This is an optimization exercise on Yosys and OpenROAD, whose aim is small area and a short achievable clock period, not a production implementation. The RTL was checked by simulation tests, not by an equivalence proof against the original design. The clock port is modelled as an ideal driver, which makes a skipped or thinned clock tree look cheaper than it is; a real chip needs a root buffer or a tree. Power is estimated from default activity; no workload was simulated.

== nickel ==
## synchronous_fifo
module synchronous_fifo #(
    parameter DEPTH = 10,
    parameter DATA_WIDTH = 32
) (
    input                           clk,
    input                           rst_n,
    input                           w_en,
    input                           r_en,
    input       [DATA_WIDTH-1:0]    data_in,
    output reg  [DATA_WIDTH-1:0]    data_out,
    output reg                      full,
    output reg                      empty
);
function [4:0] j_up;
    input [4:0] j;
    j_up = {j[3:0], ~j[4]};
endfunction
function [4:0] j_down;
    input [4:0] j;
    j_down = {~j[0], j[4:1]};
endfunction
function j_is;
    input [4:0] j;
    input integer k;
    case (k)
        0: j_is = ~j[4] & ~j[0];
        1: j_is =  j[0] & ~j[1];
        2: j_is =  j[1] & ~j[2];
        3: j_is =  j[2] & ~j[3];
        4: j_is =  j[3] & ~j[4];
        5: j_is =  j[4] &  j[0];
        6: j_is = ~j[0] &  j[1];
        7: j_is = ~j[1] &  j[2];
        8: j_is = ~j[2] &  j[3];
        default: j_is = ~j[3] & j[4];
    endcase
endfunction
reg [4:0] occ;
reg [DEPTH-1:0] r_sel;
reg [DEPTH-1:0] w_ok, w_nok;
reg nfull, nempty;
wire wr  = w_en & nfull;
wire rd  = r_en & nempty;
wire inc = wr & ~rd;
wire dec = rd & ~wr;
wire [DEPTH-1:0] w_rot = {w_ok[DEPTH-2:0], w_ok[DEPTH-1]};
wire             w_last = j_is(occ, 9) & ~rd;
  ...
export LEC_CHECK = 0
export CAP_MARGIN = 20
export CORE_MARGIN = 2
export CORE_UTILIZATION = 55
export SETUP_SLACK_MARGIN = 1.55
export SLEW_MARGIN = 20
create_clock -name core_clock -period 3.0 [get_ports {clk}]
standard.sh (not shown) runs the stock make flow with config.mk's settings and CLKGATE_MAP_FILE= SYNTH_SCRIPT=/design/flow/synth_recipe.tcl, a recipe that flattens the netlist after the stock synthesis.
==> flow/flow/run.sh <==
#!/bin/bash
# The standard layout, with buf_1 cells as port buffers and the clock
# tree rebuilt after CTS as two balanced levels of clkbuf_16 (see
# post_cts.tcl); ORFS's own logs stay in orfs/logs.
bash standard.sh BUFFER_PORTS_ARGS="-buffer_cell sky130_fd_sc_hd__buf_1" \
  CTS_ARGS="-sink_clustering_enable -repair_clock_nets -sink_clustering_size 20 -sink_clustering_max_diameter 70 -buf_list sky130_fd_sc_hd__clkbuf_16 -dont_use_dummy_load" \
  POST_CTS_TCL="$(pwd)/flow/post_cts.tcl" \
  > standard_run.log 2>&1
Other scripts of this flow, unchanged in this note and not shown: flow/flow/clock_tree.tcl, flow/flow/post_cts.tcl
nickel has completed all stages; timing, DRC and antenna checks passed.
The inputs of violet differ from those of nickel as listed below.
Settings: GPL_TIMING_DRIVEN: unset -> 0; SETUP_SLACK_MARGIN: 1.55 -> 1.65.
- Both conditions hold for violet: the flow ran to the end and the final layout passed the timing, design-rule and antenna checks.
- nickel finished every step from synthesis to the final layout, and the layout passed the timing, design-rule and antenna checks.
- A master of the slowest instance on the critical path of mux2_4 is what violet shows, while and2_4 belongs to nickel.
- nickel → violet: reported sequential group power has decreased; vias after detailed routing increased by 391 relative to the old numbers; total chip power rose by about 1.5%; synthesized instance count barely changed.
The following lists how zinc was set up differently from violet:
Settings: CAP_MARGIN changed from 20 to 10; GPL_TIMING_DRIVEN removed (was 0); SLEW_MARGIN changed from 20 to 10.
- Going from violet to zinc, global-route wire length before repair went up by 2300 um; slack of the critical path now sits higher; number of maximum-capacitance violations did not really move; largest incremental delay on the critical path up 40 ps.
- violet reports its type of the worst setup path as in2reg while zinc reports reg2reg.
- On zinc: sequential share of layout area is 3.4 points higher than what violet gave.
Modified inputs, amber compared to zinc
Settings: SLEW_MARGIN changed from 10 to 20; PLACE_DENSITY newly set to 0.72; CAP_MARGIN changed from 10 to 20.
## What came out
[compare] base=zinc new=amber: post-detailed-routing wire length -about 8%; final non-filler cell area ~0 delta; global-route track usage on met3 -1.8 points. Post-placement cell count: amber vs zinc, no meaningful difference. Min relative area change from synthesis to final layout across amber and zinc: zinc. amber and zinc ended up with nearly the same net count reported at finish. Taking zinc as the reference, in amber critical-path maximum fanout decreased by 8 relative to the old numbers; overall track demand over capacity in global routing decreased by 2.8 points relative to the old numbers; detailed-route via count decreased by about 0.9% relative to the old numbers; sum of met3 wire segment lengths after detailed routing decreased by about 18% relative to the old numbers.
Input changes introduced in pepper (baseline for comparison: amber):
Settings: PLACE_DENSITY removed (was 0.72); CAP_MARGIN changed from 20 to 5; SLEW_MARGIN changed from 20 to 5.
Results
Taking amber as the reference point, the worst setup slack for register-to-register paths of pepper rises by 20 ps. pepper finished every stage and its layout cleared the timing, design-rule and antenna checks. Placement-stage cell area: pepper vs amber, no meaningful difference. Taking amber as the reference, in pepper final cycle utilization of the critical path now sits lower; first-iteration DRC count went down 7.4%.
Input-level comparison between willow and pepper:
Settings: SLEW_MARGIN now 20, was 5; SETUP_SLACK_MARGIN now 1.6, was 1.65; CORE_UTILIZATION now 58, was 55; CAP_MARGIN now 20, was 5.
==> run notes <==
- On willow: met1 routed wirelength after detailed routing is about 0.6% lower than what pepper gave.
- Setup slack in willow is smaller than in pepper.
- Measured against each other, pepper and willow differ in time the final worst path needs with I/O delays and setup, the higher figure coming from willow.
- From pepper to willow the numbers moved as follows: fmax fell 3.4%, area used by multi-input combinational logic fell about 2%, total net switching power fell 1.6%, critical path depth rose 2, worst setup slack after placement fell 160 ps.
No run of this note takes its clock network from TritonCTS; it comes from the design's own scripts or RTL.

[what the ideal ports hide]
No port has a modelled driver above. Below, the same layouts with a new extraction and two added sets of constraints. Step 1 assumes that a clkbuf_16 drives the clock port and a buf_2 every other input. Step 2 times the ports against the registers' clock, not the clock port: input delays grow and output delays shrink by t, the midpoint of the rising clock arrivals with the driver on. Slacks: ideal ports / drivers / drivers and shift; pairs: ideal ports / drivers.
run | t, ns | setup WS [ns] | hold WS [ns] | worst setup path at the end
nickel | 0.426 | 1.501 / 1.480 / 1.131 | 0.478 / 0.478 / 0.478 | input to register
violet | 0.426 | 1.423 / 1.430 / 1.068 | 0.479 / 0.479 / 0.479 | input to register
zinc | 0.425 | 1.584 / 1.497 / 1.231 | 0.477 / 0.477 / 0.477 | input to register
amber | 0.427 | 1.567 / 1.484 / 1.224 | 0.480 / 0.470 / 0.480 | input to register
pepper | 0.425 | 1.584 / 1.497 / 1.231 | 0.477 / 0.477 / 0.477 | input to register
willow | 0.426 | 1.534 / 1.479 / 1.158 | 0.477 / 0.477 / 0.477 | input to register
After both steps setup and hold are still met in every run listed. The setup slack of willow, which loses most, moves by -0.055 ns with the drivers and by -0.376 ns with both steps.
